From an optimization exercise on the open Yosys and OpenROAD flow, aimed at small area, a short achievable clock period and few clock cycles per item; shortcuts taken in it are not production practice.
RTL that was checked went through simulation tests only; none was proved equivalent to the original.
No functional check of the RTL was part of runs 1 to 4.
Power figures rest on the tool's default switching activity, not on a simulated workload.

[flow/config.mk]
export PLATFORM = sky130hd
export DESIGN_NAME = itch_decoder_top
export DESIGN_NICKNAME = itch_decoder_top
export VERILOG_FILES = /design/flow/design.v
export SDC_FILE = /design/flow/constraint.sdc
export NUM_CORES = 4
export LEC_CHECK = 0
export CAP_MARGIN = 20
export CORE_MARGIN = 2
export CORE_UTILIZATION = 45
export SLEW_MARGIN = 20
[flow/constraint.sdc]
create_clock -name core_clock -period 3.3 [get_ports {clk}]
set_input_delay 0.6600 -clock core_clock [delete_from_list [all_inputs] [get_ports {clk}]]
set_output_delay 0.6600 -clock core_clock [all_outputs]
set_load 0.01 [all_outputs]
[flow/design.v]
package t2t_pkg;
    parameter int unsigned MAC_CLK_FREQ_MHZ  = 156;     
    parameter int unsigned CORE_CLK_FREQ_MHZ = 300;     
    parameter int unsigned PCIE_CLK_FREQ_MHZ = 125;     
    parameter int unsigned CSR_CLK_FREQ_MHZ  = 100;     
    parameter int unsigned AXI_DATA_WIDTH    = 64;      
    parameter int unsigned AXI_KEEP_WIDTH    = AXI_DATA_WIDTH / 8;
    parameter int unsigned TIMESTAMP_WIDTH   = 64;      
    parameter int unsigned MAX_SYMBOLS       = 1024;
    parameter int unsigned SYMBOL_IDX_WIDTH  = $clog2(MAX_SYMBOLS);   
    parameter int unsigned SYMBOL_KEY_WIDTH  = 64;      
    parameter int unsigned BOOK_BANKS        = 4;
    parameter int unsigned PRICE_WIDTH       = 32;
    parameter int unsigned QTY_WIDTH         = 32;
    parameter int unsigned DMA_RECORD_BYTES  = 64;
    parameter int unsigned DMA_RING_DEPTH    = 65536;
    parameter int unsigned DMA_IDX_WIDTH     = $clog2(DMA_RING_DEPTH);   
    parameter int unsigned ITCH_SEQ_WIDTH    = 32;
    parameter int unsigned ITCH_ORDERID_WIDTH = 64;
    typedef enum logic [7:0] {
        ITCH_SYSTEM_EVENT       = 8'h53,   
        ITCH_STOCK_DIRECTORY    = 8'h52,   
        ITCH_STOCK_TRADING_ACTION = 8'h48,  
        ITCH_REG_SHO            = 8'h59,   
        ITCH_MARKET_PARTICIPANT = 8'h4C,   
        ITCH_MWCB_DECLINE       = 8'h56,   
        ITCH_MWCB_STATUS        = 8'h57,   
        ITCH_IPO_QUOTE          = 8'h4B,   
        ITCH_ADD_ORDER          = 8'h41,   
        ITCH_ADD_ORDER_MPID     = 8'h46,   
        ITCH_ORDER_EXECUTED     = 8'h45,   
        ITCH_ORDER_EXECUTED_PX  = 8'h43,   
        ITCH_ORDER_CANCEL       = 8'h58,   
        ITCH_ORDER_DELETE       = 8'h44,   
        ITCH_ORDER_REPLACE      = 8'h55,   
        ITCH_TRADE              = 8'h50,   
        ITCH_CROSS_TRADE        = 8'h51,   
        ITCH_BROKEN_TRADE       = 8'h42,   
        ITCH_NOII               = 8'h49,   
        ITCH_RPII               = 8'h4E,   
        ITCH_UNKNOWN            = 8'hFF
    } itch_msg_type_e;
    typedef enum logic {
        SIDE_BID = 1'b0,
        SIDE_ASK = 1'b1
    } side_e;
    typedef enum logic [3:0] {
        RISK_ACCEPT          = 4'h0,
        RISK_PRICE_BAND      = 4'h1,
        RISK_TOKEN_BUCKET    = 4'h2,
        RISK_POSITION_LIMIT  = 4'h3,
        RISK_KILL_SWITCH     = 4'h4,
        RISK_STALE_DATA      = 4'h5,
        RISK_SEQ_GAP         = 4'h6,
        RISK_HALT            = 4'h7,
        RISK_UNKNOWN_SYMBOL  = 4'h8,
        RISK_RESERVED        = 4'hF
    } risk_reason_e;
    typedef enum logic [3:0] {
        PARSE_OK             = 4'h0,
        PARSE_CRC_ERROR      = 4'h1,
        PARSE_LENGTH_ERROR   = 4'h2,
        PARSE_IP_CHECKSUM    = 4'h3,
        PARSE_UNSUPPORTED    = 4'h4,
        PARSE_TRUNCATED      = 4'h5
    } parse_error_e;
    typedef struct packed {
        logic [TIMESTAMP_WIDTH-1:0] ingress_ts;    
        logic                       crc_ok;         
        logic                       is_multicast;   
        logic [1:0]                 vlan_count;     
        logic [3:0]                 error_flags;    
    } mac_tuser_t;
    typedef struct packed {
        logic [TIMESTAMP_WIDTH-1:0] ingress_ts;
        logic [31:0]                src_ip;
        logic [31:0]                dst_ip;
        logic [15:0]                src_port;
        logic [15:0]                dst_port;
        logic [15:0]                udp_len;
        logic [15:0]                payload_offset;   
        logic [3:0]                 parse_error;
        logic                       is_valid;
    } parsed_pkt_t;
    typedef struct packed {
        logic [TIMESTAMP_WIDTH-1:0] ingress_ts;
        logic [TIMESTAMP_WIDTH-1:0] decode_ts;
        logic [ITCH_SEQ_WIDTH-1:0]  seq_num;
        itch_msg_type_e             msg_type;
        logic [SYMBOL_KEY_WIDTH-1:0] symbol_key;
        logic [SYMBOL_IDX_WIDTH-1:0] symbol_idx;
        logic                       symbol_valid;
        side_e                      side;
        logic [PRICE_WIDTH-1:0]     price;
        logic [QTY_WIDTH-1:0]       qty;
        logic [ITCH_ORDERID_WIDTH-1:0] order_id;
        logic                       is_book_update;   
        logic                       stale;            
        logic [3:0]                 error_flags;
    } itch_msg_t;
    typedef struct packed {
        logic [PRICE_WIDTH-1:0]     bid_px;
        logic [QTY_WIDTH-1:0]       bid_qty;
        logic [PRICE_WIDTH-1:0]     ask_px;
        logic [QTY_WIDTH-1:0]       ask_qty;
        logic [TIMESTAMP_WIDTH-1:0] last_update_ts;
        logic                       valid;
    } tob_entry_t;
    typedef struct packed {
        logic [TIMESTAMP_WIDTH-1:0] ingress_ts;
        logic [TIMESTAMP_WIDTH-1:0] book_ts;
        logic [SYMBOL_IDX_WIDTH-1:0] symbol_idx;
        tob_entry_t                 tob;
        logic [PRICE_WIDTH-1:0]     last_trade_px;
        logic [QTY_WIDTH-1:0]       last_trade_qty;
        logic                       tob_changed;
        logic                       trade_occurred;
        logic                       stale;
        itch_msg_type_e             trigger_msg_type;
    } book_event_t;
    typedef struct packed {
        book_event_t                book_event;
        logic [31:0]                ref_price;        
        logic signed [31:0]         position;         
        logic [31:0]                notional;         
    } risk_input_t;
    typedef struct packed {
        logic                       accept;
        risk_reason_e               reason;
        logic [TIMESTAMP_WIDTH-1:0] decision_ts;
        book_event_t                book_event;       
    } risk_output_t;
    typedef struct packed {
        logic [63:0]                reserved_hi;      
        logic [15:0]                pad;
        logic [15:0]                payload_crc16;
        logic [31:0]                feature2;         
        logic [31:0]                feature1;         
        logic [31:0]                feature0;         
        logic [31:0]                ref_px;
        logic [31:0]                price;
        logic [31:0]                qty;
        logic [7:0]                 flags;
        logic [7:0]                 side;
        logic [15:0]                sym_idx;
        logic [63:0]                ts_dec;
        logic [63:0]                ts_ing;
        logic [31:0]                reserved_lo;
        logic [31:0]                seq;
    } dma_record_t;
    typedef enum logic [11:0] {
        CSR_BUILD_ID        = 12'h000,
        CSR_CTRL            = 12'h004,
        CSR_PRICE_BAND_BPS  = 12'h008,
        CSR_TOKEN_RATE      = 12'h00C,
        CSR_POSITION_LIMIT  = 12'h010,
        CSR_STALE_USEC      = 12'h014,
        CSR_SEQ_GAP_THR     = 12'h018,
        CSR_KILL            = 12'h01C,
        CSR_SYMTAB_DATA     = 12'h020,
        CSR_SYMTAB_COMMIT   = 12'h040,
        CSR_LAT_HIST_BASE   = 12'h100,
        CSR_DROPS           = 12'h180,
        CSR_CRC_BAD         = 12'h184,
        CSR_SEQ_GAPS        = 12'h188,
        CSR_ACCEPTS         = 12'h18C,
        CSR_BLOCKS          = 12'h190,
        CSR_EVENT_LOG       = 12'h200,
        CSR_RING_BASE_LO    = 12'h300,
        CSR_RING_BASE_HI    = 12'h304,
        CSR_RING_LEN        = 12'h308,
        CSR_PROD_IDX        = 12'h320,
        CSR_CONS_IDX_SHADOW = 12'h324,
        CSR_MSIX_CFG        = 12'h328
    } csr_addr_e;
endpackage
module itch_decoder #(
    parameter int unsigned MAX_MSG_BYTES = 64
) (
    input  logic                    clk,
    input  logic                    rst_n,
    input  logic [MAX_MSG_BYTES*8-1:0] s_axis_tdata,
    input  logic [7:0]              s_axis_tkeep,
    input  logic                    s_axis_tlast,
    input  logic [95:0]             s_axis_tuser,
    input  logic                    s_axis_tvalid,
    output logic                    s_axis_tready,
    output t2t_pkg::itch_msg_t      decoded_msg,
    output logic                    decoded_valid,
    input  logic                    decoded_ready,
    output logic [t2t_pkg::SYMBOL_KEY_WIDTH-1:0] sym_lookup_key,
    output logic                    sym_lookup_valid,
    input  logic [t2t_pkg::SYMBOL_IDX_WIDTH-1:0] sym_lookup_idx,
    input  logic                    sym_lookup_hit,
    input  logic                    sym_lookup_ready,
    output logic [31:0]             stat_add_orders,
    output logic [31:0]             stat_executes,
    output logic [31:0]             stat_cancels,
    output logic [31:0]             stat_deletes,
    output logic [31:0]             stat_replaces,
    output logic [31:0]             stat_trades,
    output logic [31:0]             stat_unknown
);
    logic [7:0] in_type;
    logic       in_u, in_r, in_d, in_ecx;
    logic [63:0] in_order_id, in_symbol;
    logic [31:0] in_qty, in_price;
    logic        in_side;
    assign in_type = s_axis_tuser[63:56];
    assign in_u    = (in_type == 8'h55);
    assign in_r    = (in_type == 8'h52);
    assign in_d    = (in_type == 8'h44);
    assign in_ecx  = (in_type == 8'h45) || (in_type == 8'h43) || (in_type == 8'h58);
    assign in_order_id = in_u ?
        {s_axis_tdata[152 +: 8], s_axis_tdata[160 +: 8], s_axis_tdata[168 +: 8], s_axis_tdata[176 +: 8],
         s_axis_tdata[184 +: 8], s_axis_tdata[192 +: 8], s_axis_tdata[200 +: 8], s_axis_tdata[208 +: 8]} :
        {s_axis_tdata[88 +: 8],  s_axis_tdata[96 +: 8],  s_axis_tdata[104 +: 8], s_axis_tdata[112 +: 8],
         s_axis_tdata[120 +: 8], s_axis_tdata[128 +: 8], s_axis_tdata[136 +: 8], s_axis_tdata[144 +: 8]};
    assign in_symbol = in_r ?
        {s_axis_tdata[88 +: 8],  s_axis_tdata[96 +: 8],  s_axis_tdata[104 +: 8], s_axis_tdata[112 +: 8],
         s_axis_tdata[120 +: 8], s_axis_tdata[128 +: 8], s_axis_tdata[136 +: 8], s_axis_tdata[144 +: 8]} :
        {s_axis_tdata[192 +: 8], s_axis_tdata[200 +: 8], s_axis_tdata[208 +: 8], s_axis_tdata[216 +: 8],
         s_axis_tdata[224 +: 8], s_axis_tdata[232 +: 8], s_axis_tdata[240 +: 8], s_axis_tdata[248 +: 8]};
    always_comb begin
        if (in_u)
            in_qty = {s_axis_tdata[216 +: 8], s_axis_tdata[224 +: 8], s_axis_tdata[232 +: 8], s_axis_tdata[240 +: 8]};
        else if (in_d)
            in_qty = '0;
        else if (in_ecx)
            in_qty = {s_axis_tdata[152 +: 8], s_axis_tdata[160 +: 8], s_axis_tdata[168 +: 8], s_axis_tdata[176 +: 8]};
        else
            in_qty = {s_axis_tdata[160 +: 8], s_axis_tdata[168 +: 8], s_axis_tdata[176 +: 8], s_axis_tdata[184 +: 8]};
    end
    assign in_price = in_u ?
        {s_axis_tdata[248 +: 8], s_axis_tdata[256 +: 8], s_axis_tdata[264 +: 8], s_axis_tdata[272 +: 8]} :
        {s_axis_tdata[256 +: 8], s_axis_tdata[264 +: 8], s_axis_tdata[272 +: 8], s_axis_tdata[280 +: 8]};
    assign in_side = (s_axis_tdata[152 +: 8] != 8'h42);
    logic        full;         
    logic        lk_done;      
    logic [47:0] r_ts;
    logic [31:0] r_seq;
    logic [7:0]  r_type;
    logic        r_stale;
    logic [3:0]  r_flags;
    logic [63:0] r_order_id;
    logic [63:0] r_symbol;
    logic [31:0] r_qty;
    logic [31:0] r_price;
    logic        r_side;
    logic        r_needs_lk;   
    logic [9:0]  r_idx;
    logic        r_hit;
    logic r_a, r_f, r_e, r_c, r_x, r_dl, r_u, r_p, r_s, r_r;
    logic r_known, ans_ok, take;
    assign r_a  = (r_type == 8'h41);
    assign r_f  = (r_type == 8'h46);
    assign r_e  = (r_type == 8'h45);
    assign r_c  = (r_type == 8'h43);
    assign r_x  = (r_type == 8'h58);
    assign r_dl = (r_type == 8'h44);
    assign r_u  = (r_type == 8'h55);
    assign r_p  = (r_type == 8'h50);
    assign r_s  = (r_type == 8'h53);
    assign r_r  = (r_type == 8'h52);
    assign r_known    = r_a | r_f | r_e | r_c | r_x | r_dl | r_u | r_p | r_s | r_r;
    assign ans_ok        = !r_needs_lk || lk_done || sym_lookup_ready;
    assign decoded_valid = full && ans_ok;
    assign take          = decoded_valid && decoded_ready;
    assign s_axis_tready = !full || take;
    always_ff @(posedge clk or negedge rst_n) begin
        if (!rst_n) begin
            full    <= 1'b0;
            lk_done <= 1'b0;
        end else if (s_axis_tready) begin
            full    <= s_axis_tvalid;
            lk_done <= 1'b0;
        end else if (sym_lookup_ready) begin
            lk_done <= 1'b1;
        end
    end
    always_ff @(posedge clk) begin
        if (s_axis_tready) begin
            r_ts       <= s_axis_tuser[47:0];
            r_seq      <= s_axis_tuser[95:64];
            r_type     <= in_type;
            r_stale    <= s_axis_tuser[55];
            r_flags    <= s_axis_tuser[51:48];
            r_order_id <= in_order_id;
            r_symbol   <= in_symbol;
            r_qty      <= in_qty;
            r_price    <= in_price;
            r_side     <= in_side;
            r_needs_lk <= (in_type == 8'h41) || (in_type == 8'h46) || (in_type == 8'h50) || in_r;
        end
        if (!lk_done) begin
            r_idx <= sym_lookup_idx;
            r_hit <= sym_lookup_hit;
        end
    end
    assign sym_lookup_valid = full && r_needs_lk && !lk_done;
    assign sym_lookup_key   = r_symbol;
    always_comb begin
        decoded_msg                = '0;
        decoded_msg.ingress_ts     = {16'h0, r_ts};
        decoded_msg.decode_ts      = '0;
        decoded_msg.seq_num        = r_seq;
        decoded_msg.msg_type       = t2t_pkg::itch_msg_type_e'(r_type);
        decoded_msg.symbol_key     = r_symbol;
        decoded_msg.symbol_idx     = lk_done ? r_idx : sym_lookup_idx;
        decoded_msg.symbol_valid   = lk_done ? r_hit : sym_lookup_hit;
        decoded_msg.side           = t2t_pkg::side_e'(r_side);
        decoded_msg.price          = r_price;
        decoded_msg.qty            = r_qty;
        decoded_msg.order_id       = r_order_id;
        decoded_msg.is_book_update = r_known && !r_s && !r_r;
        decoded_msg.stale          = r_stale;
        decoded_msg.error_flags    = r_known ? r_flags : 4'hF;
    end
    always_ff @(posedge clk or negedge rst_n) begin
        if (!rst_n) begin
            stat_add_orders <= '0;
            stat_executes   <= '0;
            stat_cancels    <= '0;
            stat_deletes    <= '0;
            stat_replaces   <= '0;
            stat_trades     <= '0;
            stat_unknown    <= '0;
        end else if (take) begin
            if (r_a || r_f)      stat_add_orders <= stat_add_orders + 1'b1;
            else if (r_e || r_c) stat_executes   <= stat_executes + 1'b1;
            else if (r_x)        stat_cancels    <= stat_cancels + 1'b1;
            else if (r_dl)       stat_deletes    <= stat_deletes + 1'b1;
            else if (r_u)        stat_replaces   <= stat_replaces + 1'b1;
            else if (r_p)        stat_trades     <= stat_trades + 1'b1;
            else                 stat_unknown    <= stat_unknown + 1'b1;
        end
    end
endmodule
module itch_decoder_top (
    input  logic          clk,
    input  logic          rst_n,
    input  logic [511:0]  s_axis_tdata,
    input  logic [7:0]    s_axis_tkeep,
    input  logic          s_axis_tlast,
    input  logic [95:0]   s_axis_tuser,
    input  logic          s_axis_tvalid,
    output logic          s_axis_tready,
    output logic [63:0]   dec_ingress_ts,
    output logic [63:0]   dec_decode_ts,
    output logic [31:0]   dec_seq_num,
    output logic [7:0]    dec_msg_type,
    output logic [63:0]   dec_symbol_key,
    output logic [9:0]    dec_symbol_idx,
    output logic          dec_symbol_valid,
    output logic          dec_side,
    output logic [31:0]   dec_price,
    output logic [31:0]   dec_qty,
    output logic [63:0]   dec_order_id,
    output logic          dec_is_book_update,
    output logic          dec_stale,
    output logic [3:0]    dec_error_flags,
    output logic          decoded_valid,
    input  logic          decoded_ready,
    output logic [63:0]   sym_lookup_key,
    output logic          sym_lookup_valid,
    input  logic [9:0]    sym_lookup_idx,
    input  logic          sym_lookup_hit,
    input  logic          sym_lookup_ready,
    output logic [31:0]   stat_add_orders,
    output logic [31:0]   stat_executes,
    output logic [31:0]   stat_cancels,
    output logic [31:0]   stat_deletes,
    output logic [31:0]   stat_replaces,
    output logic [31:0]   stat_trades,
    output logic [31:0]   stat_unknown
);
    t2t_pkg::itch_msg_t decoded_msg;
    itch_decoder #(
        .MAX_MSG_BYTES (64)
    ) u_decoder (
        .clk              (clk),
        .rst_n            (rst_n),
        .s_axis_tdata     (s_axis_tdata),
        .s_axis_tkeep     (s_axis_tkeep),
        .s_axis_tlast     (s_axis_tlast),
        .s_axis_tuser     (s_axis_tuser),
        .s_axis_tvalid    (s_axis_tvalid),
        .s_axis_tready    (s_axis_tready),
        .decoded_msg      (decoded_msg),
        .decoded_valid    (decoded_valid),
        .decoded_ready    (decoded_ready),
        .sym_lookup_key   (sym_lookup_key),
        .sym_lookup_valid (sym_lookup_valid),
        .sym_lookup_idx   (sym_lookup_idx),
        .sym_lookup_hit   (sym_lookup_hit),
        .sym_lookup_ready (sym_lookup_ready),
        .stat_add_orders  (stat_add_orders),
        .stat_executes    (stat_executes),
        .stat_cancels     (stat_cancels),
        .stat_deletes     (stat_deletes),
        .stat_replaces    (stat_replaces),
        .stat_trades      (stat_trades),
        .stat_unknown     (stat_unknown)
    );
    assign dec_ingress_ts     = decoded_msg.ingress_ts;
    assign dec_decode_ts      = decoded_msg.decode_ts;
    assign dec_seq_num        = decoded_msg.seq_num;
    assign dec_msg_type       = decoded_msg.msg_type;
    assign dec_symbol_key     = decoded_msg.symbol_key;
    assign dec_symbol_idx     = decoded_msg.symbol_idx;
    assign dec_symbol_valid   = decoded_msg.symbol_valid;
    assign dec_side           = decoded_msg.side;
    assign dec_price          = decoded_msg.price;
    assign dec_qty            = decoded_msg.qty;
    assign dec_order_id       = decoded_msg.order_id;
    assign dec_is_book_update = decoded_msg.is_book_update;
    assign dec_stale          = decoded_msg.stale;
    assign dec_error_flags    = decoded_msg.error_flags;
endmodule
[flow/run.sh]
#!/bin/bash
# synth_recipe.tcl (not shown) runs the flow's synth.tcl, then flattens the netlist and writes it again
# the make line also repeats each setting of config.mk as NAME=value (left out here)
make -C /OpenROAD-flow-scripts/flow DESIGN_CONFIG=/design/flow/config.mk WORK_HOME=/design/flow/orfs CLKGATE_MAP_FILE= SYNTH_SCRIPT=/design/flow/synth_recipe.tcl finish
==> flow_metrics.py, run 1 <==
metrics = {
    "synthesis": {
        "ys_top_cells_by_count": "edfxtp_1 (287), dfrtp_1 (226), mux2_2 (176)",
        "yosysMostFrequentCell": "edfxtp_1",
        "synth_top_area_share_pct": 36.9,
        "netlist_area_mm2": 0.0234,
        "yosysSeqAreaShare_pct": 62.1,
        "ys_ff_latch": 524,
        "ys_top_cells_by_area": "edfxtp_1 (37%), dfrtp_1 (24%), mux2_2 (8.5%)",
        "synthCells": 1707,
        "synth_edf_count": 287,
        "ys_async_sr_fraction_pct": 43.1,
        "synth_top_area_cell": "edfxtp_1",
        "ys.flop_type": "edfxtp_1",
        "avgSynthCellArea_um2": 13.7,
        "synth.distinct_cells": 54,
        "ys_warn_count": 1,
    },
    "outcome": {
        "tool.error": "[ERROR PPL-0024] Number of IO pins (1302) exceeds maximum number of available positions (834). Increase the die perimeter from 927.24um to 1770.72um.",
        "failed_stage": "3_2_place_iop",
        "outcome": "stopped before the end",
    },
    "die": {
        "dieWidth_um": 232,
        "rows": 83,
        "die_height_um": 232,
        "start_util_pct": 45.5,
    },
}
-- logic make-up after synthesis --
family | count (synthesis) | share of synthesized area (%)
AO/OA/AOI/OAI | 44 | 1.55
AND/OR/NAND/NOR | 482 | 11.8
other | 1 | 0.0161
multiplexers | 208 | 9.86
XOR/XNOR | 219 | 8.21
flip-flops | 524 | 62.1
buffers and inverters | 222 | 6.13
adder cells (fa/ha/maj) | 7 | 0.375
==> inputs of run 2 (changes only) <==
--- a/flow/config.mk
+++ b/flow/config.mk
@@ -7,5 +7,6 @@
 export LEC_CHECK = 0
 export CAP_MARGIN = 20
 export CORE_MARGIN = 2
-export CORE_UTILIZATION = 45
+export CORE_UTILIZATION = 60
+export SETUP_SLACK_MARGIN = 1.0
 export SLEW_MARGIN = 20
==> run 2 against run 1 <==
The flow again stops in 3_2_place_iop; synthesized cell count stayed put; synthesized area did not move.
==> flow_metrics.py, run 2 <==
metrics = {
    "outcome": {
        "outcome": "stopped before the end",
        "failed_stage": "3_2_place_iop",
        "tool.error": "[ERROR PPL-0024] Number of IO pins (1302) exceeds maximum number of available positions (722). Increase the die perimeter from 805.16um to 1770.72um.",
    },
    "synthesis": {
        "synth.distinct_cells": 54,
        "ys_top_cells_by_count": "edfxtp_1 (287), dfrtp_1 (226), mux2_2 (176)",
        "netlist_area_mm2": 0.0234,
        "ys.flop_type": "edfxtp_1",
        "yosysSeqAreaShare_pct": 62.1,
        "avgSynthCellArea_um2": 13.7,
        "ys_async_sr_fraction_pct": 43.1,
        "synth_top_area_share_pct": 36.9,
        "yosysMostFrequentCell": "edfxtp_1",
        "ys_top_cells_by_area": "edfxtp_1 (37%), dfrtp_1 (24%), mux2_2 (8.5%)",
        "ys_ff_latch": 524,
        "synthCells": 1707,
        "synth_edf_count": 287,
        "synth_top_area_cell": "edfxtp_1",
        "ys_warn_count": 1,
    },
    "die": {
        "rows": 72,
        "dieWidth_um": 201,
        "start_util_pct": 60.6,
        "die_height_um": 201,
    },
}
==> run 2: kinds of logic after synthesis <==
family	after synthesis	share of synthesized area [%]
flip-flops	524	62.1
AND/OR/NAND/NOR	482	11.8
buffers and inverters	222	6.13
XOR/XNOR	219	8.21
multiplexers	208	9.86
AO/OA/AOI/OAI	44	1.55
adder cells (fa/ha/maj)	7	0.375
other	1	0.0161
==> inputs of run 3 (changes only) <==
--- a/flow/design.v
+++ b/flow/design.v
@@ -202,7 +202,7 @@
     output logic [31:0]             stat_unknown
 );
     logic [7:0] in_type;
-    logic       in_u, in_r, in_d, in_ecx;
+    logic       in_u, in_r, in_d, in_ecx, in_s, in_book;
     logic [63:0] in_order_id, in_symbol;
     logic [31:0] in_qty, in_price;
     logic        in_side;
@@ -211,6 +211,8 @@
     assign in_r    = (in_type == 8'h52);
     assign in_d    = (in_type == 8'h44);
     assign in_ecx  = (in_type == 8'h45) || (in_type == 8'h43) || (in_type == 8'h58);
+    assign in_s    = (in_type == 8'h53);
+    assign in_book = (in_type == 8'h41) || (in_type == 8'h46) || (in_type == 8'h50) || in_ecx || in_d || in_u;
     assign in_order_id = in_u ?
         {s_axis_tdata[152 +: 8], s_axis_tdata[160 +: 8], s_axis_tdata[168 +: 8], s_axis_tdata[176 +: 8],
          s_axis_tdata[184 +: 8], s_axis_tdata[192 +: 8], s_axis_tdata[200 +: 8], s_axis_tdata[208 +: 8]} :
@@ -235,23 +237,23 @@
         {s_axis_tdata[248 +: 8], s_axis_tdata[256 +: 8], s_axis_tdata[264 +: 8], s_axis_tdata[272 +: 8]} :
         {s_axis_tdata[256 +: 8], s_axis_tdata[264 +: 8], s_axis_tdata[272 +: 8], s_axis_tdata[280 +: 8]};
     assign in_side = (s_axis_tdata[152 +: 8] != 8'h42);
-    logic        full;         
-    logic        lk_done;      
+    logic        emit_r;
+    logic        look_r;
     logic [47:0] r_ts;
     logic [31:0] r_seq;
     logic [7:0]  r_type;
     logic        r_stale;
-    logic [3:0]  r_flags;
+    logic [3:0]  r_err;        
+    logic        r_book;       
     logic [63:0] r_order_id;
     logic [63:0] r_symbol;
     logic [31:0] r_qty;
     logic [31:0] r_price;
     logic        r_side;
-    logic        r_needs_lk;   
     logic [9:0]  r_idx;
     logic        r_hit;
-    logic r_a, r_f, r_e, r_c, r_x, r_dl, r_u, r_p, r_s, r_r;
-    logic r_known, ans_ok, take;
+    logic in_needs_lk, take;
+    logic r_a, r_f, r_e, r_c, r_x, r_dl, r_u, r_p;
     assign r_a  = (r_type == 8'h41);
     assign r_f  = (r_type == 8'h46);
     assign r_e  = (r_type == 8'h45);
@@ -260,22 +262,20 @@
     assign r_dl = (r_type == 8'h44);
     assign r_u  = (r_type == 8'h55);
     assign r_p  = (r_type == 8'h50);
-    assign r_s  = (r_type == 8'h53);
-    assign r_r  = (r_type == 8'h52);
-    assign r_known    = r_a | r_f | r_e | r_c | r_x | r_dl | r_u | r_p | r_s | r_r;
-    assign ans_ok        = !r_needs_lk || lk_done || sym_lookup_ready;
-    assign decoded_valid = full && ans_ok;
+    assign in_needs_lk = (in_type == 8'h41) || (in_type == 8'h46) || (in_type == 8'h50) || in_r;
+    assign decoded_valid = emit_r || (look_r && sym_lookup_ready);
     assign take          = decoded_valid && decoded_ready;
-    assign s_axis_tready = !full || take;
+    assign s_axis_tready = !(emit_r || look_r) || take;
     always_ff @(posedge clk or negedge rst_n) begin
         if (!rst_n) begin
-            full    <= 1'b0;
-            lk_done <= 1'b0;
+            emit_r <= 1'b0;
+            look_r <= 1'b0;
         end else if (s_axis_tready) begin
-            full    <= s_axis_tvalid;
-            lk_done <= 1'b0;
-        end else if (sym_lookup_ready) begin
-            lk_done <= 1'b1;
+            emit_r <= s_axis_tvalid && !in_needs_lk;
+            look_r <= s_axis_tvalid && in_needs_lk;
+        end else if (look_r && sym_lookup_ready) begin
+            emit_r <= 1'b1;
+            look_r <= 1'b0;
         end
     end
     always_ff @(posedge clk) begin
@@ -284,20 +284,20 @@
             r_seq      <= s_axis_tuser[95:64];
             r_type     <= in_type;
             r_stale    <= s_axis_tuser[55];
-            r_flags    <= s_axis_tuser[51:48];
+            r_err      <= (in_book || in_s || in_r) ? s_axis_tuser[51:48] : 4'hF;
+            r_book     <= in_book;
             r_order_id <= in_order_id;
             r_symbol   <= in_symbol;
             r_qty      <= in_qty;
             r_price    <= in_price;
             r_side     <= in_side;
-            r_needs_lk <= (in_type == 8'h41) || (in_type == 8'h46) || (in_type == 8'h50) || in_r;
         end
-        if (!lk_done) begin
+        if (!emit_r) begin
             r_idx <= sym_lookup_idx;
             r_hit <= sym_lookup_hit;
         end
     end
-    assign sym_lookup_valid = full && r_needs_lk && !lk_done;
+    assign sym_lookup_valid = look_r;
     assign sym_lookup_key   = r_symbol;
     always_comb begin
         decoded_msg                = '0;
@@ -306,15 +306,15 @@
         decoded_msg.seq_num        = r_seq;
         decoded_msg.msg_type       = t2t_pkg::itch_msg_type_e'(r_type);
         decoded_msg.symbol_key     = r_symbol;
-        decoded_msg.symbol_idx     = lk_done ? r_idx : sym_lookup_idx;
-        decoded_msg.symbol_valid   = lk_done ? r_hit : sym_lookup_hit;
+        decoded_msg.symbol_idx     = emit_r ? r_idx : sym_lookup_idx;
+        decoded_msg.symbol_valid   = emit_r ? r_hit : sym_lookup_hit;
         decoded_msg.side           = t2t_pkg::side_e'(r_side);
         decoded_msg.price          = r_price;
         decoded_msg.qty            = r_qty;
         decoded_msg.order_id       = r_order_id;
-        decoded_msg.is_book_update = r_known && !r_s && !r_r;
+        decoded_msg.is_book_update = r_book;
         decoded_msg.stale          = r_stale;
-        decoded_msg.error_flags    = r_known ? r_flags : 4'hF;
+        decoded_msg.error_flags    = r_err;
     end
     always_ff @(posedge clk or negedge rst_n) begin
         if (!rst_n) begin
==> flow/flow/run.sh (new file) <==
#!/bin/bash
# Own layout flow: the standard flow (standard.sh) with these changes:
#  - port buffers are buf_2 cells instead of the delay buffer buffer_ports picks by default
#    (every port still gets its own buffer);
#  - pins may sit one routing track apart, so the die can be much smaller than the pin count
#    would otherwise allow; the clock pin is placed alone mid-left (pins_pre.tcl).
# Each ORFS step logs to orfs/logs/...; standard.sh's own output goes to standard.log.
set -euo pipefail
here=$(pwd)
half=$(awk '/^export DIE_AREA/ {print ($5 + $7) / 2}' config.mk)
export BUFFER_PORTS_ARGS="-buffer_cell sky130_fd_sc_hd__buf_2"
export PLACE_PINS_ARGS="-min_distance 1 -min_distance_in_tracks -corner_avoidance 15 -exclude left:$(( ${half%.*} - 8 ))-$(( ${half%.*} + 8 ))"
export PRE_IO_PLACEMENT_TCL="$here/flow/pins_pre.tcl"
echo "PLACE_PINS_ARGS=$PLACE_PINS_ARGS" > run.log
bash standard.sh > standard.log 2>&1
==> flow/flow/pins_pre.tcl (new file) <==
# Put the clock pin alone in the middle of the left edge; place_pins keeps the
# stretch around it free (see PLACE_PINS_ARGS in run.sh), so no other pin sits
# one track from it.
set die [ord::get_die_area]
set ymid [expr {([lindex $die 1] + [lindex $die 3]) / 2.0}]
place_pin -pin_name clk -layer met3 -location [list 0.4 $ymid] -force_to_die_boundary
==> flow/standard.sh (new file) <==
#!/bin/bash
# synth_recipe.tcl (not shown) runs the flow's synth.tcl, then flattens the netlist and writes it again
# the make line also repeats each setting of config.mk as NAME=value (left out here)
make -C /OpenROAD-flow-scripts/flow DESIGN_CONFIG=/design/flow/config.mk WORK_HOME=/design/flow/orfs CLKGATE_MAP_FILE= SYNTH_SCRIPT=/design/flow/synth_recipe.tcl "${@:-finish}"
--- a/flow/config.mk
+++ b/flow/config.mk
@@ -6,7 +6,9 @@
 export NUM_CORES = 4
 export LEC_CHECK = 0
 export CAP_MARGIN = 20
-export CORE_MARGIN = 2
-export CORE_UTILIZATION = 60
-export SETUP_SLACK_MARGIN = 1.0
+export CORE_AREA = 5 5 235 235
+export CTS_CLUSTER_DIAMETER = 100
+export CTS_CLUSTER_SIZE = 30
+export DIE_AREA = 0 0 240 240
+export SETUP_SLACK_MARGIN = 1.2
 export SLEW_MARGIN = 20
removed: flow/run.sh
==> run 3 against run 2 <==
The run now finishes clean; synthesized cell count up 16%; synthesized area hardly changed.
==> flow_metrics.py, run 3 <==
metrics = {
    "sta": {
        "period_share_pct": 76.9,
        "min_period_ns": 2.54,
        "max_freq_ghz": 0.394,
        "finalHoldViolCount": 0,
        "whs_ns": 0.0123,
        "rsz0062_at_grt": "yes",
        "final.setup_skew_ns": 0.0669,
        "slew-limit-headroom_pct": 33.2,
        "worst_pin_slew_ns": 1.00,
        "setup_ws_ns": 0.763,
        "finalSetupViolCount": 0,
        "drv_slew": 0,
    },
    "grt": {
        "groute.usage.overall_pct": 29.0,
        "grt_max_degree": 109,
        "grt_pass1_vias": 18800,
        "gr-total-overflow": 0,
        "antenna_found_initial": 44,
        "grt_pass1_wl_um": 125000,
    },
    "synthesis": {
        "yosysSeqAreaShare_pct": 62.0,
        "ys_top_cells_by_count": "nand2_1 (469), edfxtp_1 (287), dfrtp_1 (226)",
        "netlist_area_mm2": 0.0234,
        "synth_edf_count": 287,
        "synth.distinct_cells": 58,
        "ys_ff_latch": 524,
        "ys_warn_count": 1,
        "ys.flop_type": "edfxtp_1",
        "yosysMostFrequentCell": "nand2_1",
        "avgSynthCellArea_um2": 11.8,
        "synthCells": 1980,
        "synth_top_area_cell": "edfxtp_1",
        "ys_async_sr_fraction_pct": 43.1,
        "synth_top_area_share_pct": 36.9,
        "ys_top_cells_by_area": "edfxtp_1 (37%), dfrtp_1 (24%), nand2_1 (7.5%)",
    },
    "drt": {
        "wire_per_inst_um": 25.0,
        "wl_um": 91300,
        "ant_nets": 0,
        "firstDrtPassIters": 5,
        "drtIter0Drc": 1186,
        "drc_errors": 0,
        "routed_via_density": 5.32,
        "vias": 19400,
    },
    "power": {
        "report.power.total_mw": 14.2,
        "p_switching_mw": 4.14,
        "p_comb_share_pct": 18.6,
        "switching_share_pct": 29.1,
        "p_seq_share_pct": 55.2,
        "p_leak_nw": 15.4,
        "p_clk_share_pct": 26.2,
        "p_per_area_mw_per_mm2": 452,
        "ir_worst_vdd_mv": 0.397,
        "internal_power_mw": 10.1,
    },
    "setup_path": {
        "cp-end-kind": "flop",
        "cp.required_ns": 3.77,
        "r2r.worst_path.cells": 8,
        "cp.arrival_ns": 3.00,
        "r2r-end": "u_decoder.stat_executes[29]$_DFFE_PN0P_",
        "worstReg2RegStart": "u_decoder.r_type[4]$_DFFE_PN_",
        "reg2reg_slack_ns": 0.76,
        "critPathKind": "reg2reg",
        "worstPathMaxFanout": 5,
        "crit_path_start_kind": "flop",
    },
    "place": {
        "numPortBuffers": 897,
        "place_congestion": 0.963,
        "dpl_cell_area_mm2": 0.0286,
        "place_ws_ns": 0.482,
        "post-dp-hpwl_um": 69600,
    },
    "clock_network": {
        "clkSinkCount": 524,
        "root_buffer": "clkbuf_16",
        "insertion_delay_ns": 0.61,
        "cts_made_buffers": 23,
        "clock_path_buffers": 3,
        "cts.clk_slew.worst_paths_ns": 0.11,
        "cts_tree": "done",
        "htreeDepth": 1,
    },
    "outcome": {
        "outcome": "timing/DRC/antenna clean",
    },
    "die": {
        "die_height_um": 240,
        "coreArea_mm2": 0.0524,
        "start_util_pct": 44.6,
        "io_pins": 1301,
        "dieArea_mm2": 0.0576,
        "dieWidth_um": 240,
        "rows": 84,
    },
    "final_layout": {
        "drive_above_1_share_pct": 45.8,
        "layout.core_utilization_pct": 60.0,
        "layout_commonest_cell": "buf_2",
        "finalInstanceArea_mm2": 0.0315,
        "areaGrowthSynthToFinish_pct": 34.7,
        "final_cell_mix": "buf_2 (883), nand2_1 (455), edfxtp_1 (287)",
        "num-fill-cells": 4405,
        "fin_nets": 3547,
        "largest_registers": "u_decoder.r_order_id x64, u_decoder.r_symbol x64, u_decoder.r_ts x48",
    },
    "flow_run": {
        "cap_viol_max_count": 0,
    },
    "hold_path": {
        "hold_class": "in2async",
    },
}
==> run 3: cell count changes after synthesis, moves of 11 or more <==
cell       change
nor2_1        -12
and4_1        +11
mux2_2        -97
clkbuf_1      +33
mux2i_1       -31
buf_2         -16
nand2_1      +393
o2bb2ai_1     -32
o211ai_1      +31
==> run 3: cells by family (layout without fill, tap and decap cells) <==
group	Yosys count	in the layout	synth area share, %
XOR/XNOR	220	220	8.25
flip-flops	524	524	62.0
multiplexers	80	80	3.85
other	1	112	0.0160
AND/OR/NAND/NOR	858	861	17.7
buffers and inverters	237	1099	6.20
AO/OA/AOI/OAI	53	53	1.60
adder cells (fa/ha/maj)	7	7	0.375
==> run 3: power groups by stage <==
stage                     clock network, mW  logic [mW]  registers, mW
after global routing                   4.01        2.77           7.91
after floorplan                           0       0.827           8.33
final                                  3.72        2.64           7.86
after CTS                              3.79        2.53           7.86
after detailed placement                  0        2.28           8.01
after global placement                    0        2.27           8.00
==> run 3: layout make-up <==
type / count / area [um2] / share of cell area, %
Timing Repair Buffer: 1029 / 6040 / 19.2
Inverter: 28 / 109 / 0.346
Sequential cell: 524 / 14500 / 46.0
Tap cell: 688 / 861 / 2.73
Clock inverter: 10 / 156 / 0.497
Antenna cell: 32 / 80.1 / 0.254
Clock buffer: 32 / 619 / 1.97
Multi-Input combinational cell: 1301 / 9110 / 28.9
==> run 3: worst max path at each step <==
stage                     slack [ns]                                   endpoint                     startpoint
after detailed placement        0.48     u_decoder.stat_deletes[11]$_DFFE_PN0P_  u_decoder.r_type[4]$_DFFE_PN_
after global placement          0.50     u_decoder.stat_deletes[11]$_DFFE_PN0P_  u_decoder.r_type[4]$_DFFE_PN_
final                           0.76    u_decoder.stat_executes[29]$_DFFE_PN0P_  u_decoder.r_type[4]$_DFFE_PN_
after floorplan                -2.38                              s_axis_tready   u_decoder.emit_r$_DFFE_PN0P_
after global routing            0.69  u_decoder.stat_add_orders[20]$_DFFE_PN0P_  u_decoder.r_type[4]$_DFFE_PN_
after CTS                       0.70  u_decoder.stat_add_orders[26]$_DFFE_PN0P_  u_decoder.r_type[4]$_DFFE_PN_
==> run 3: routing by layer <==
layer | global-route usage (%) | wire, um | part of all wire [%]
met5 | 0 | 122 | 0.13
met4 | 12.8 | 5580 | 6.1
met3 | 16.0 | 13900 | 15
met2 | 42.2 | 38600 | 42
met1 | 35.8 | 33100 | 36
==> run 3: timing repair <==
item / 4_1_cts / 5_1_grt
buffers inserted: 63 / 31
endpoints found under the setup margin: 503 / 241
pin swaps: 50 / 81
endpoints found under the hold margin: 0 / 0
hold buffers: 0 / 0
cloned: 7 / 4
gates resized for setup: 98 / 150
==> run 3: per-stage QoR <==
stage	TNS, ns	std cells
finish	0	3644
global route	0	3629
CTS	0	3577
detailed placement	0	3465
global placement	0	3465
floorplan	-666.12	2059
==> run 3: worst max-delay path, cell delays in order, from the launching register on <==
cell and delay (ns):
edfxtp_1 0.40, or4b_4 0.55, or4_4 0.46, buf_12 0.15, buf_4 0.15, nor4_4 0.28
buf_6 0.20, nand4_1 0.12, xnor2_1 0.15
==> inputs of run 4 (changes only) <==
--- a/flow/config.mk
+++ b/flow/config.mk
@@ -7,8 +7,6 @@
 export LEC_CHECK = 0
 export CAP_MARGIN = 20
 export CORE_AREA = 5 5 235 235
-export CTS_CLUSTER_DIAMETER = 100
-export CTS_CLUSTER_SIZE = 30
 export DIE_AREA = 0 0 240 240
 export SETUP_SLACK_MARGIN = 1.2
 export SLEW_MARGIN = 20
==> run 4 against run 3 <==
Worst hold slack worse by 0.0035 ns; non-clock buffer count increased by 1; clock power rose by 74%; via count grew 2.0%; clock skew is 0.043 ns lower; cell count rose by 1.8%; critical path type unchanged; highest routed layer unchanged; die area did not move; utilization is 2.7 points higher; combinational power about the same.
==> flow_metrics.py, run 4 <==
metrics = {
    "setup_path": {
        "reg2reg_slack_ns": 0.77,
        "cp-end-kind": "flop",
        "cp.arrival_ns": 3.07,
        "cp.required_ns": 3.84,
        "crit_path_start_kind": "flop",
        "critPathKind": "reg2reg",
        "worstPathMaxFanout": 5,
    },
    "clock_network": {
        "htreeDepth": 2,
        "ctsHoldBuffers": 0,
        "insertion_delay_ns": 0.62,
        "root_buffer": "clkbuf_16",
        "clock_path_buffers": 3,
        "cts.clk_slew.worst_paths_ns": 0.06,
        "clkSinkCount": 524,
        "cts_made_buffers": 56,
        "cts_tree": "done",
    },
    "synthesis": {
        "ys_top_cells_by_area": "edfxtp_1 (37%), dfrtp_1 (24%), nand2_1 (7.5%)",
        "ys.flop_type": "edfxtp_1",
        "yosysSeqAreaShare_pct": 62.0,
        "synth.distinct_cells": 58,
        "ys_ff_latch": 524,
        "yosysMostFrequentCell": "nand2_1",
        "ys_top_cells_by_count": "nand2_1 (469), edfxtp_1 (287), dfrtp_1 (226)",
        "synth_top_area_cell": "edfxtp_1",
        "synth_top_area_share_pct": 36.9,
        "synthCells": 1980,
        "ys_async_sr_fraction_pct": 43.1,
        "synth_edf_count": 287,
        "ys_warn_count": 1,
        "avgSynthCellArea_um2": 11.8,
        "netlist_area_mm2": 0.0234,
    },
    "drt": {
        "drc_errors": 0,
        "firstDrtPassIters": 5,
        "wl_met3_um": 14500,
        "routed.top_layer": "met5",
        "routed_via_density": 5.33,
        "wl_um": 92900,
        "wire_per_inst_um": 25.0,
        "drtIter0Drc": 1439,
        "ant_nets": 0,
        "drt-met1-wl_um": 33300,
        "vias": 19800,
        "wl_met2_um": 39500,
    },
    "die": {
        "dieWidth_um": 240,
        "start_util_pct": 44.6,
        "coreArea_mm2": 0.0524,
        "io_pins": 1301,
        "dieArea_mm2": 0.0576,
        "rows": 84,
        "die_height_um": 240,
    },
    "final_layout": {
        "num-fill-cells": 4220,
        "final_cell_mix": "buf_2 (883), nand2_1 (447), edfxtp_1 (287)",
        "drive_above_1_share_pct": 47.2,
        "fin_nets": 3581,
        "areaGrowthSynthToFinish_pct": 40.7,
        "largest_registers": "u_decoder.r_order_id x64, u_decoder.r_symbol x64, u_decoder.r_ts x48",
        "layout_commonest_cell": "buf_2",
    },
    "grt": {
        "groute.usage.overall_pct": 29.7,
        "gr-total-overflow": 0,
        "antenna_found_initial": 49,
        "grt_pass1_vias": 19400,
        "grt_max_degree": 109,
        "grt_pass1_wl_um": 128000,
    },
    "place": {
        "numPortBuffers": 897,
        "post-dp-hpwl_um": 69600,
        "place_congestion": 0.963,
    },
    "sta": {
        "whs_ns": 0.00877,
        "finalSetupViolCount": 0,
        "drv_slew": 0,
        "rsz0062_at_grt": "yes",
        "max_freq_ghz": 0.395,
        "worst_pin_slew_ns": 1.00,
        "period_share_pct": 76.7,
        "slew-limit-headroom_pct": 33.3,
        "final.setup_skew_ns": 0.0240,
        "finalHoldViolCount": 0,
        "min_period_ns": 2.53,
    },
    "flow_run": {
        "cap_viol_max_count": 0,
    },
    "power": {
        "ir_worst_vdd_mv": 0.482,
        "p_per_area_mw_per_mm2": 518,
        "report.power.total_mw": 17.0,
        "p_leak_nw": 16.1,
    },
    "outcome": {
        "outcome": "timing/DRC/antenna clean",
    },
    "hold_path": {
        "hold_class": "in2async",
    },
}
## run 4: cell count changes in the layout (fill, tap and decap cells not counted), sizes merged
cell,delta
clkinvlp,+1
diode,+2
buf,+1
clkbuf,+40
clkinv,+18
bufinv,+3
## run 4: path summary, 6_finish.rpt
path | startpoint | to | depth (start not counted)
worst max-delay path | u_decoder.r_type[4]$_DFFE_PN_ | u_decoder.stat_deletes[11]$_DFFE_PN0P_ | 6
worst min-delay path | rst_n | u_decoder.stat_deletes[29]$_DFFE_PN0P_ | 1
worst max register to register | u_decoder.r_type[4]$_DFFE_PN_ | u_decoder.stat_deletes[11]$_DFFE_PN0P_ | 6
worst min register to register | u_decoder.stat_cancels[31]$_DFFE_PN0P_ | u_decoder.stat_cancels[31]$_DFFE_PN0P_ | 1
max in group asynchronous | rst_n | u_decoder.stat_replaces[21]$_DFFE_PN0P_ | 2
min in group core_clock | s_axis_tuser[39] | u_decoder.r_ts[39]$_DFFE_PN_ | 1
## run 4: area by class of cell
type                    count  area [um2]  share of cell area [%]
clock buffers              72        1540                    4.69
diodes                     34        85.1                   0.259
repair buffers           1030        6150                    18.7
clock inverters            32         335                    1.02
flip-flops and latches    524       14500                    44.1
inverters                  28         109                   0.331
multi-input cells        1301        9310                    28.3
well taps                 688         861                    2.62
## run 4: where the power goes
part | internal, mW | leakage [nW] | switching [mW] | total [mW]
Sequential | 7.62 | 5.99 | 0.259 | 7.88
Combinational | 0.966 | 9.14 | 1.70 | 2.66
Clock | 3.77 | 0.926 | 2.71 | 6.48
Total | 12.4 | 16.1 | 4.67 | 17.0
## run 4: what timing repair did
action | 4_1_cts | 5_1_grt
gates resized for setup | 171 | 127
buffers inserted | 79 | 17
pin swaps | 79 | 104
gates cloned | 6 | 4
endpoints found under the setup margin | 508 | 291
## run 4: stage by stage
step                      setup TNS (ns)  utilization (%)  setup WS (ns)  area, um2  cells
after detailed placement               0             54.6          0.482      28600   3465
final                                  0             62.7          0.770      32900   3709
after global routing                   0             62.6          0.690      32800   3694
after global placement                 0             54.6          0.501      28600   3465
after CTS                              0             61.1          0.709      32000   3654
after floorplan                  -666.12                -          -2.38      24600   2059
## run 4: per-layer routing
layer / global-route usage [%] / up-vias
met2: 42.7 / 1254
li1: - / 8643
met3: 16.9 / 289
met5: 0 / -
met1: 36.2 / 9562
met4: 14.1 / 24
## run 4: cell families (layout without fill, tap and decap cells)
group           count (synthesis)  after routing  synth area share (%)
compound gates                 53             53                  1.60
xor+xnor                      220            220                  8.25
fa+ha+maj                       7              7                 0.375
buf+inv                       237           1162                  6.20
flops                         524            524                  62.0
mux                            80             80                  3.85
other cells                     1            114                0.0160
simple gates                  858            861                  17.7
## run 4: critical path: stages (launching register included)
cell and delay (ns):
edfxtp_1 0.40, or4b_4 0.55, buf_4 0.17, or4b_4 0.55, or3_4 0.43, nor4_2 0.20
xnor2_1 0.15
==> inputs of run 5 (changes only) <==
--- a/flow/design.v
+++ b/flow/design.v
@@ -253,15 +253,19 @@
     logic [9:0]  r_idx;
     logic        r_hit;
     logic in_needs_lk, take;
-    logic r_a, r_f, r_e, r_c, r_x, r_dl, r_u, r_p;
-    assign r_a  = (r_type == 8'h41);
-    assign r_f  = (r_type == 8'h46);
-    assign r_e  = (r_type == 8'h45);
-    assign r_c  = (r_type == 8'h43);
-    assign r_x  = (r_type == 8'h58);
-    assign r_dl = (r_type == 8'h44);
-    assign r_u  = (r_type == 8'h55);
-    assign r_p  = (r_type == 8'h50);
+    logic [6:0] r_cls, in_cls;
+    always_comb begin
+        in_cls = 7'b1000000;
+        case (in_type)
+            8'h41, 8'h46: in_cls = 7'b0000001;
+            8'h45, 8'h43: in_cls = 7'b0000010;
+            8'h58:        in_cls = 7'b0000100;
+            8'h44:        in_cls = 7'b0001000;
+            8'h55:        in_cls = 7'b0010000;
+            8'h50:        in_cls = 7'b0100000;
+            default:      in_cls = 7'b1000000;
+        endcase
+    end
     assign in_needs_lk = (in_type == 8'h41) || (in_type == 8'h46) || (in_type == 8'h50) || in_r;
     assign decoded_valid = emit_r || (look_r && sym_lookup_ready);
     assign take          = decoded_valid && decoded_ready;
@@ -283,6 +287,7 @@
             r_ts       <= s_axis_tuser[47:0];
             r_seq      <= s_axis_tuser[95:64];
             r_type     <= in_type;
+            r_cls      <= in_cls;
             r_stale    <= s_axis_tuser[55];
             r_err      <= (in_book || in_s || in_r) ? s_axis_tuser[51:48] : 4'hF;
             r_book     <= in_book;
@@ -325,14 +330,14 @@
             stat_replaces   <= '0;
             stat_trades     <= '0;
             stat_unknown    <= '0;
-        end else if (take) begin
-            if (r_a || r_f)      stat_add_orders <= stat_add_orders + 1'b1;
-            else if (r_e || r_c) stat_executes   <= stat_executes + 1'b1;
-            else if (r_x)        stat_cancels    <= stat_cancels + 1'b1;
-            else if (r_dl)       stat_deletes    <= stat_deletes + 1'b1;
-            else if (r_u)        stat_replaces   <= stat_replaces + 1'b1;
-            else if (r_p)        stat_trades     <= stat_trades + 1'b1;
-            else                 stat_unknown    <= stat_unknown + 1'b1;
+        end else begin
+            if (take && r_cls[0]) stat_add_orders <= stat_add_orders + 1'b1;
+            if (take && r_cls[1]) stat_executes   <= stat_executes + 1'b1;
+            if (take && r_cls[2]) stat_cancels    <= stat_cancels + 1'b1;
+            if (take && r_cls[3]) stat_deletes    <= stat_deletes + 1'b1;
+            if (take && r_cls[4]) stat_replaces   <= stat_replaces + 1'b1;
+            if (take && r_cls[5]) stat_trades     <= stat_trades + 1'b1;
+            if (take && r_cls[6]) stat_unknown    <= stat_unknown + 1'b1;
         end
     end
 endmodule
==> run 5 against run 4 <==
Clock skew decreased by 0.0079 ns; power increased by 0.97%; sequential share of layout area increased by 3.6 points; sequential power increased by 2.8%; critical path type is now reg2out; maximum frequency increased by 5.7%; global-route usage decreased by 2.2 points; via count decreased by 12%; final area decreased by 6.2%; clock power about the same; worst hold slack improved by 0.072 ns; still clean.
==> flow_metrics.py, run 5 <==
metrics = {
    "synthesis": {
        "yosysMostFrequentCell": "edfxtp_1",
        "synth_top_area_share_pct": 38.2,
        "synthCells": 1688,
        "synth.distinct_cells": 53,
        "ys_async_sr_fraction_pct": 42.6,
        "yosysSeqAreaShare_pct": 63.6,
        "ys_ff_latch": 531,
        "ys_top_cells_by_area": "edfxtp_1 (38%), dfrtp_1 (24%), mux2_2 (8.7%)",
        "ys_top_cells_by_count": "edfxtp_1 (294), dfrtp_1 (226), mux2_2 (178)",
        "ys_warn_count": 1,
        "netlist_area_mm2": 0.0231,
        "synth_top_area_cell": "edfxtp_1",
        "avgSynthCellArea_um2": 13.7,
        "ys.flop_type": "edfxtp_1",
        "synth_edf_count": 294,
    },
    "setup_path": {
        "cp.required_ns": 2.64,
        "crit_slowest_cell": "dfrtp_2",
        "path_cells": "buf_12 -> buf_6 -> mux2_4 -> buf_6",
        "worstPathMaxFanout": 8,
        "r2r-end": "u_decoder.stat_trades[26]$_DFFE_PN0P_",
        "worstReg2RegStart": "u_decoder.emit_r$_DFFE_PN0P_",
        "cp_num_buf_inv": 3,
        "max_stage_delay_ns": 0.44,
        "crit_top_cell": "buf_6",
        "cp-end-kind": "primary output",
        "crit_family": "flip-flops",
        "reg2reg_slack_ns": 0.97,
        "r2r.worst_path.cells": 7,
        "critPathKind": "reg2out",
        "cp.arrival_ns": 1.73,
        "crit_path_start_kind": "flop",
    },
    "grt": {
        "antenna_found_initial": 63,
        "gr-total-overflow": 0,
        "grt_pass1_wl_um": 117000,
        "grt_pass1_vias": 17200,
        "groute.usage.overall_pct": 27.5,
        "grt_max_degree": 135,
    },
    "clock_network": {
        "insertion_delay_ns": 0.61,
        "root_buffer": "clkbuf_16",
        "clkSinkCount": 531,
        "clock_path_buffers": 3,
        "cts.clk_slew.worst_paths_ns": 0.06,
        "htreeDepth": 2,
        "cts_tree": "done",
        "cts_made_buffers": 56,
    },
    "hold_path": {
        "hold_class": "in2async",
    },
    "flow_run": {
        "cap_viol_max_count": 0,
    },
    "sta": {
        "min_period_ns": 2.39,
        "whs_ns": 0.0808,
        "setup_ws_ns": 0.905,
        "worst_pin_slew_ns": 0.599,
        "finalHoldViolCount": 0,
        "final.setup_skew_ns": 0.0161,
        "rsz0062_at_grt": "yes",
        "finalSetupTns_ns": 0,
        "max_freq_ghz": 0.418,
        "finalSetupViolCount": 0,
        "period_share_pct": 72.6,
        "slew-limit-headroom_pct": 59.7,
        "drv_slew": 0,
    },
    "drt": {
        "routed_via_density": 5.22,
        "vias": 17500,
        "firstDrtPassIters": 5,
        "drtIter0Drc": 1366,
        "wire_per_inst_um": 25.5,
        "drc_errors": 0,
        "wl_um": 85600,
        "ant_nets": 0,
    },
    "final_layout": {
        "layout.core_utilization_pct": 58.8,
        "layout_commonest_cell": "buf_2",
        "num-fill-cells": 4365,
        "drive_above_1_share_pct": 48.9,
        "fin_nets": 3218,
        "multi_input_area_mm2": 0.00807,
        "regArea_mm2": 0.0147,
        "areaGrowthSynthToFinish_pct": 33.4,
        "largest_registers": "u_decoder.r_order_id x64, u_decoder.r_symbol x64, u_decoder.r_ts x48",
        "final_cell_mix": "buf_2 (886), edfxtp_1 (294), dfrtp_1 (221)",
    },
    "die": {
        "start_util_pct": 44.1,
        "coreArea_mm2": 0.0524,
        "rows": 84,
        "die_height_um": 240,
        "io_pins": 1301,
        "dieArea_mm2": 0.0576,
        "dieWidth_um": 240,
    },
    "place": {
        "post-dp-hpwl_um": 67500,
        "place_congestion": 0.969,
        "place_ws_ns": 0.569,
        "numPortBuffers": 897,
    },
    "power": {
        "p_leak_nw": 14.5,
        "p_per_area_mw_per_mm2": 557,
        "ir_worst_vdd_mv": 0.460,
    },
    "outcome": {
        "outcome": "timing/DRC/antenna clean",
    },
}
-- run 5: routing by layer --
layer	part of all wire, %	GRT usage [%]
met2	44	41.3
met5	0.31	0
met1	35	31.9
met4	6.5	14.1
met3	14	14.9
-- run 5: worst max-delay path by stage --
stage	start	endpoint	slack, ns	cells after the start
6_report	u_decoder.emit_r$_DFFE_PN0P_	dec_symbol_idx[9]	0.91	4
5_1_grt	u_decoder.emit_r$_DFFE_PN0P_	s_axis_tready	0.83	5
4_1_cts	u_decoder.emit_r$_DFFE_PN0P_	decoded_valid	0.88	5
3_5_place_dp	s_axis_tuser[58]	u_decoder.r_order_id[63]$_DFFE_PN_	0.57	6
3_3_place_gp	s_axis_tuser[58]	u_decoder.r_order_id[63]$_DFFE_PN_	0.55	6
2_1_floorplan	u_decoder.look_r$_DFFE_PN0P_	s_axis_tready	-2.51	1
-- run 5: where the power goes --
group | internal, mW | leakage, nW | switching, mW
registers | 7.72 | 6.07 | 0.376
clock network | 3.77 | 0.928 | 2.68
logic | 1.02 | 7.52 | 1.63
total | 12.5 | 14.5 | 4.68
-- run 5: layout make-up --
| cell class | instances | share of cell area (%) |
|---|---|---|
| Antenna cell | 40 | 0.324 |
| Clock buffer | 73 | 5.15 |
| Clock inverter | 31 | 0.917 |
| Inverter | 26 | 0.324 |
| Multi-Input combinational cell | 1018 | 26.1 |
| Sequential cell | 531 | 47.7 |
| Tap cell | 688 | 2.79 |
| Timing Repair Buffer | 945 | 16.7 |
-- run 5: cells by family (layout without fill, tap and decap cells) --
| kind of cell | after synthesis | after routing | share of synthesized area (%) |
|---|---|---|---|
| other cells | 1 | 120 | 0.0162 |
| simple gates | 481 | 481 | 11.1 |
| buf+inv | 218 | 1075 | 5.96 |
| compound gates | 53 | 53 | 2.00 |
| mux | 179 | 179 | 8.71 |
| xor+xnor | 218 | 218 | 8.26 |
| flops | 531 | 531 | 63.6 |
| fa+ha+maj | 7 | 7 | 0.379 |
-- run 5: metrics by stage --
step	power, mW	instance area [um2]	std cells
6_report	17.2	30800	3352
2_1_floorplan	9.44	24200	1767
3_5_place_dp	10.7	28300	3184
4_1_cts	17.2	30300	3297
3_3_place_gp	10.7	28300	3184
5_1_grt	17.8	30800	3330
-- run 5: repair_timing --
item / in CTS / in global routing
endpoints found under the setup margin: 64 / 340
setup buffers: 9 / 12
resized for setup: 22 / 65
pin swaps: 5 / 14
endpoints found under the hold margin: 0 / 0
cloned: 0 / 3
hold buffers: 0 / 0
Testbench counts of run 5, summed over its fixed seeds: cycles 17,920, items 16,000.
==> inputs of run 6 (changes only) <==
--- a/flow/config.mk
+++ b/flow/config.mk
@@ -7,6 +7,8 @@
 export LEC_CHECK = 0
 export CAP_MARGIN = 20
 export CORE_AREA = 5 5 235 235
+export CTS_CLUSTER_DIAMETER = 100
+export CTS_CLUSTER_SIZE = 30
 export DIE_AREA = 0 0 240 240
 export SETUP_SLACK_MARGIN = 1.2
 export SLEW_MARGIN = 20
==> run 6 against run 5 <==
Still clean; cell count shrank 2.1%; final area decreased by 3.7%; clock power down 44%; routed wire length fell by 1.3%; critical endpoint is now dec_symbol_idx[4]; largest cell class unchanged.
==> flow_metrics.py, run 6 <==
metrics = {
    "outcome": {
        "outcome": "timing/DRC/antenna clean",
    },
    "sta": {
        "period_share_pct": 72.3,
        "drv_slew": 0,
        "finalSetupViolCount": 0,
        "final.setup_skew_ns": 0.0429,
        "finalHoldViolCount": 0,
        "max_freq_ghz": 0.419,
        "rsz0062_at_grt": "yes",
        "min_period_ns": 2.39,
        "slew-limit-headroom_pct": 60.0,
        "finalSetupTns_ns": 0,
        "setup_ws_ns": 0.915,
        "worst_pin_slew_ns": 0.594,
    },
    "drt": {
        "drtIter0Drc": 1335,
        "drc_errors": 0,
        "wire_per_inst_um": 25.7,
        "wl_um": 84500,
        "vias": 17200,
        "ant_nets": 0,
        "firstDrtPassIters": 5,
        "routed_via_density": 5.24,
    },
    "setup_path": {
        "r2r-end": "u_decoder.stat_trades[31]$_DFFE_PN0P_",
        "cp-end-kind": "primary output",
        "cp.required_ns": 2.64,
        "worstReg2RegStart": "u_decoder.emit_r$_DFFE_PN0P_",
        "reg2reg_slack_ns": 0.99,
        "crit_path_start_kind": "flop",
        "cp.arrival_ns": 1.73,
        "r2r.worst_path.cells": 8,
        "worstPathMaxFanout": 7,
        "critPathKind": "reg2out",
    },
    "place": {
        "place_congestion": 0.969,
        "place_ws_ns": 0.569,
        "post-dp-hpwl_um": 67500,
        "placedCellCount": 3184,
        "numPortBuffers": 897,
    },
    "synthesis": {
        "yosysSeqAreaShare_pct": 63.6,
        "netlist_area_mm2": 0.0231,
        "ys.flop_type": "edfxtp_1",
        "synth_top_family_by_area": "simple AND/OR/NAND/NOR gates",
        "yosysMostFrequentCell": "edfxtp_1",
        "synth_adder_area_share_pct": 0.379,
        "synth_xor_area_share_pct": 8.26,
        "ys_warn_count": 1,
        "ys_async_sr_fraction_pct": 42.6,
        "ys_ff_latch": 531,
        "synthCells": 1688,
        "synthMuxAreaShare_pct": 8.71,
        "avgSynthCellArea_um2": 13.7,
        "synthSimpleGateAreaFrac_pct": 11.1,
        "synth.distinct_cells": 53,
        "ys_top_cells_by_count": "edfxtp_1 (294), dfrtp_1 (226), mux2_2 (178)",
        "synth_edf_count": 294,
        "ys_top_cells_by_area": "edfxtp_1 (38%), dfrtp_1 (24%), mux2_2 (8.7%)",
        "synth_compound_area_share_pct": 2.00,
        "synth_top_area_share_pct": 38.2,
        "synth_top_area_cell": "edfxtp_1",
    },
    "clock_network": {
        "insertion_delay_ns": 0.60,
        "cts_made_buffers": 23,
        "clock_path_buffers": 3,
        "htreeDepth": 1,
        "root_buffer": "clkbuf_16",
        "clkSinkCount": 531,
        "cts_tree": "done",
        "cts.clk_slew.worst_paths_ns": 0.12,
    },
    "final_layout": {
        "areaGrowthSynthToFinish_pct": 28.5,
        "final_cell_mix": "buf_2 (883), edfxtp_1 (294), dfrtp_1 (221)",
        "layout.core_utilization_pct": 56.7,
        "fin_nets": 3185,
        "regArea_mm2": 0.0147,
        "drive_above_1_share_pct": 47.9,
        "finalNonFillerCells": 3282,
        "largest_registers": "u_decoder.r_order_id x64, u_decoder.r_symbol x64, u_decoder.r_ts x48",
        "multi_input_area_mm2": 0.00808,
        "layout_commonest_cell": "buf_2",
        "num-fill-cells": 4456,
    },
    "die": {
        "dieWidth_um": 240,
        "dieArea_mm2": 0.0576,
        "start_util_pct": 44.1,
        "die_height_um": 240,
        "io_pins": 1301,
        "rows": 84,
        "coreArea_mm2": 0.0524,
    },
    "power": {
        "report.power.total_mw": 14.3,
        "p_leak_nw": 14.0,
        "p_per_area_mw_per_mm2": 482,
        "ir_worst_vdd_mv": 0.417,
    },
    "grt": {
        "antenna_found_initial": 65,
        "grt_pass1_vias": 16900,
        "groute.usage.overall_pct": 27.0,
        "gr-total-overflow": 0,
        "grt_max_degree": 135,
        "grt_pass1_wl_um": 116000,
    },
    "hold_path": {
        "hold_class": "in2async",
    },
    "flow_run": {
        "cap_viol_max_count": 0,
    },
}
==> run 6: timing repair <==
| item | in CTS | in global routing |
|---|---|---|
| gates cloned | 1 | 2 |
| hold buffers | 0 | 0 |
| endpoints found under the setup margin | 69 | 391 |
| resized for setup | 61 | 37 |
| buffers inserted | 10 | 11 |
| pin swaps | 8 | 15 |
==> run 6: kinds of logic (layout without fill, tap and decap cells) <==
| group | after synthesis | after routing |
|---|---|---|
| buf+inv | 218 | 1006 |
| flops | 531 | 531 |
| xor+xnor | 218 | 218 |
| compound gates | 53 | 53 |
| fa+ha+maj | 7 | 7 |
| simple gates | 481 | 481 |
| mux | 179 | 179 |
| other cells | 1 | 119 |
==> run 6: layout make-up <==
cell class | count | area share (%)
Clock buffer | 26 | 1.97
Inverter | 26 | 0.337
Multi-Input combinational cell | 1018 | 27.2
Sequential cell | 531 | 49.5
Antenna cell | 39 | 0.328
Tap cell | 688 | 2.90
Timing Repair Buffer | 945 | 17.4
Clock inverter | 9 | 0.362
==> run 6: worst max path at each step <==
stage / start / end / slack (ns) / cells past startpoint
finish: u_decoder.emit_r$_DFFE_PN0P_ / dec_symbol_idx[4] / 0.91 / 4
global route: u_decoder.emit_r$_DFFE_PN0P_ / dec_symbol_idx[3] / 0.85 / 4
CTS: u_decoder.emit_r$_DFFE_PN0P_ / dec_symbol_idx[3] / 0.89 / 4
detailed placement: s_axis_tuser[58] / u_decoder.r_order_id[63]$_DFFE_PN_ / 0.57 / 6
global placement: s_axis_tuser[58] / u_decoder.r_order_id[63]$_DFFE_PN_ / 0.55 / 6
floorplan: u_decoder.look_r$_DFFE_PN0P_ / s_axis_tready / -2.51 / 1
==> run 6: layer usage <==
metal	vias to the layer above	share of wire (%)	GRT usage, %
li1	7554	-	-
met1	8469	35	32.2
met2	924	45	40.9
met3	215	13	13.4
met4	50	6.6	13.2
met5	-	0.33	0
==> run 6: critical path: stages (launching register included) <==
cell	delay [ns]
dfrtp_2	0.46
buf_12	0.14
buf_16	0.13
mux2_2	0.29
buf_6	0.14
==> run 6: where the power goes <==
part	switching, mW	internal (mW)	leakage (nW)	total [mW]
clock	2.17	1.42	0.340	3.58
combinational	1.63	1.04	7.58	2.67
sequential	0.375	7.71	6.07	8.08
total	4.18	10.2	14.0	14.3
==> run 6: through the flow <==
stage	cell area, um2	hold slack [ns]
final	29700	0.0895
after global routing	29700	0.125
after CTS	29300	0.0838
after detailed placement	28300	0.456
after global placement	28300	0.450
after floorplan	24200	0.364

afterwards: timing with drivers on the ports:
The flow's constraints put no driver on any port. The routed layouts listed below were extracted and timed again, unchanged, in two steps. Step 1 sets driving cells, clkbuf_16 on the clock port and buf_2 on the other inputs (assumed; they add their load-dependent delay and slew). Step 2 adds t to the input delays and takes it off the output delays; t is the mean of the earliest and latest rising clock arrival at the registers after step 1. Input paths then give back, and output paths get back, about the clock's delay inside the block. Three values: ideal ports, drivers, drivers and shift; two values: the first two.
run	shift t [ns]	setup slack, ns	cell pins on the clock port's net
run 3	0.615	0.763 / 0.763 / 0.401	1
run 4	0.653	0.770 / 0.770 / 0.543	1
run 5	0.641	0.905 / 0.862 / 0.427	1
run 6	0.619	0.915 / 0.870 / 0.498	1
After both steps every run listed still meets setup and hold. The setup slack of run 5, which loses most, moves by -0.043 ns with the drivers and by -0.478 ns with both steps.
